This design comes from an exercise in tuning for small area on the open sky130 flow, not from production work.
Function was checked by simulation only, so behaviour that the tests miss may differ from the original.

Setup of old:
## SecA2B_n3k32_1
module SecA2B_n3k32_1(
    input  wire          clk_i,
    input  wire          rst_ni,
    input  wire          i_dvld,
    input  wire          i_rvld,
    input  wire [1055:0] i_n,
    input  wire   [95:0] i_a,
    output wire   [95:0] o_z,
    output wire          o_dvld);
wire     [95:0] s;
wire     [95:0] c;
wire     [14:0] vld;
lix_shr1 #(.N(14)) u_vld (
    .clk_i  (clk_i),
    .rst_ni (rst_ni),
    .i_en   (i_rvld),
    .i_vld  (i_dvld),
    .o_vld  (vld));
assign o_dvld = vld[14];
SecCSATree_n3k32
  u0_SecCSATree_n3k32
   (.clk_i  (clk_i),
    .i_en   (i_rvld),
    .i_n    (i_n[0+:96]),
    .i_x    (i_a),
    .o_s    (s),
    .o_c    (c));
SecKSA_n3k32_1
  u1_SecKSA_n3k32_1
   (.clk_i  (clk_i),
    .i_en   (i_rvld),
    .i_n    (i_n[96+:960]),
    .i_x    (s),
    .i_y    (c),
    .o_z    (o_z));
endmodule
clock: 5.0 ns
lec_check: 0
cap_margin: 20
core_margin: 2
core_utilization: 65
cts_cluster_diameter: 80
cts_cluster_size: 30
place_density: 0.75
setup_slack_margin: 0.05
slew_margin: 20
run.sh (not shown) runs the stock make flow with config.mk's settings and CLKGATE_MAP_FILE= SYNTH_SCRIPT=/design/flow/synth_recipe.tcl, a recipe that flattens the netlist after the stock synthesis.
What new does differently from old at the input level:
==> flow/flow/run.sh (new file) <==
#!/bin/bash
# Own layout flow: the standard layout (standard.sh), with two changes.
#  1. After the standard synthesis, the combinational logic between the
#     registers is mapped again by ABC for area (remap.tcl).  The registers
#     stay as the standard synthesis made them: same instances, names and
#     cell types.
#  2. Placement buffers the ports with sky130_fd_sc_hd__buf_1 cells.
# Each tool's output goes to a log file of its own in this folder.
set -euo pipefail
R=orfs/results/${FLOW_PLATFORM}/SecA2B_n3k32_1/base
LIB=${FLOW_HOME}/platforms/${FLOW_PLATFORM}/lib/sky130_fd_sc_hd__tt_025C_1v80.lib

bash standard.sh synth > 1_synth_standard.log 2>&1
cp ${R}/1_2_yosys.v ${R}/1_2_yosys_standard.v

REMAP_IN=${R}/1_2_yosys_standard.v REMAP_OUT=${R}/1_2_yosys.v REMAP_LIB=${LIB} \
  REMAP_ABC=flow/area.abc REMAP_TOP=${FLOW_TOP} \
  yosys -c flow/remap.tcl > 1_remap_yosys.log 2>&1
rm -f ${R}/1_synth.odb

BUFFER_PORTS_ARGS="-buffer_cell sky130_fd_sc_hd__buf_1" \
  bash standard.sh finish > 2_layout_standard.log 2>&1
==> flow/flow/area.abc (new file) <==
strash
dch
map -a
topo
==> flow/flow/remap.tcl (new file) <==
# Map the combinational logic of the standard synthesis netlist again, for
# area.  Sequential cells and tie cells are kept as black boxes, so every
# register keeps its instance name, cell type and connections.
yosys -import
read_liberty -overwrite -ignore_miss_func -setattr liberty_cell $::env(REMAP_LIB)
read_verilog -overwrite $::env(REMAP_IN)
hierarchy -top $::env(REMAP_TOP)
setattr -mod -set blackbox 1 sky130_fd_sc_hd__df* sky130_fd_sc_hd__edf* sky130_fd_sc_hd__sdf* sky130_fd_sc_hd__sedf* sky130_fd_sc_hd__dl* sky130_fd_sc_hd__conb*
tee -o remap_before.txt stat
flatten
opt_clean -purge
techmap
opt -fast -purge
abc -liberty $::env(REMAP_LIB) -script $::env(REMAP_ABC) \
  -dont_use sky130_fd_sc_hd__probe_p_8 -dont_use sky130_fd_sc_hd__probec_p_8 \
  -dont_use *lpflow* -dont_use *clkdlybuf* -dont_use *dlygate* -dont_use *dlymetal*
opt_clean -purge
hilomap -singleton -hicell sky130_fd_sc_hd__conb_1 HI -locell sky130_fd_sc_hd__conb_1 LO
splitnets
opt_clean -purge
insbuf -buf sky130_fd_sc_hd__buf_4 A X
yosys rename -enumerate -pattern remap_%_ w:$* c:$*
tee -o remap_after.txt stat
check
write_verilog -noattr -nohex -nodec $::env(REMAP_OUT)
==> flow/standard.sh (new file) <==
#!/bin/bash
# synth_recipe.tcl (not shown) runs the flow's synth.tcl, then flattens the netlist and writes it again
# the make line also repeats each setting of config.mk as NAME=value (left out here)
make -C /OpenROAD-flow-scripts/flow DESIGN_CONFIG=/design/flow/config.mk WORK_HOME=/design/flow/orfs CLKGATE_MAP_FILE= SYNTH_SCRIPT=/design/flow/synth_recipe.tcl "${@:-finish}"
removed: flow/run.sh
Findings:
- The flow completed for new, but it is not clean: the layout still shows antenna violations.
- Maximum number of pins on one net before global-route repair of new falls short of that of old by more than 10%.
- new: number of cells on the worst reg-to-reg path is 2 higher than what old reported.
- new vs. old: design area went down by 0.014 mm^2, final worst-path setup slack went up by 0.39 ns, global-route wire length before repair went down by 1.1%.
- The classification of the worst-slack hold path comes out in -> async in one run and in -> reg in the other, namely in old and new respectively.

## port drivers added, routing unchanged
No port has a modelled driver above. Below, the same layouts with a new extraction and two added sets of constraints. Step 1: set_driving_cell puts a clkbuf_16 on clk_i and a buf_2 on each other input, an assumption about the parent block. Step 2 adds t to the input delays and takes it off the output delays; t is the mean of the earliest and latest rising clock arrival at the registers after step 1. Input paths then give back, and output paths get back, about the clock's delay inside the block. a / b / c = ideal ports / drivers / drivers and shift; a / b = the first two.
| run | shift t [ns] | setup WS [ns] | worst slew at a driven data input, ns | pins driven straight from the clock port |
|---|---|---|---|---|
| old | 1.151 | 0.631 / 0.505 / 1.656 | 0.35 | 1 |
| new | 1.134 | 1.020 / 0.891 / 1.675 | 0.34 | 1 |
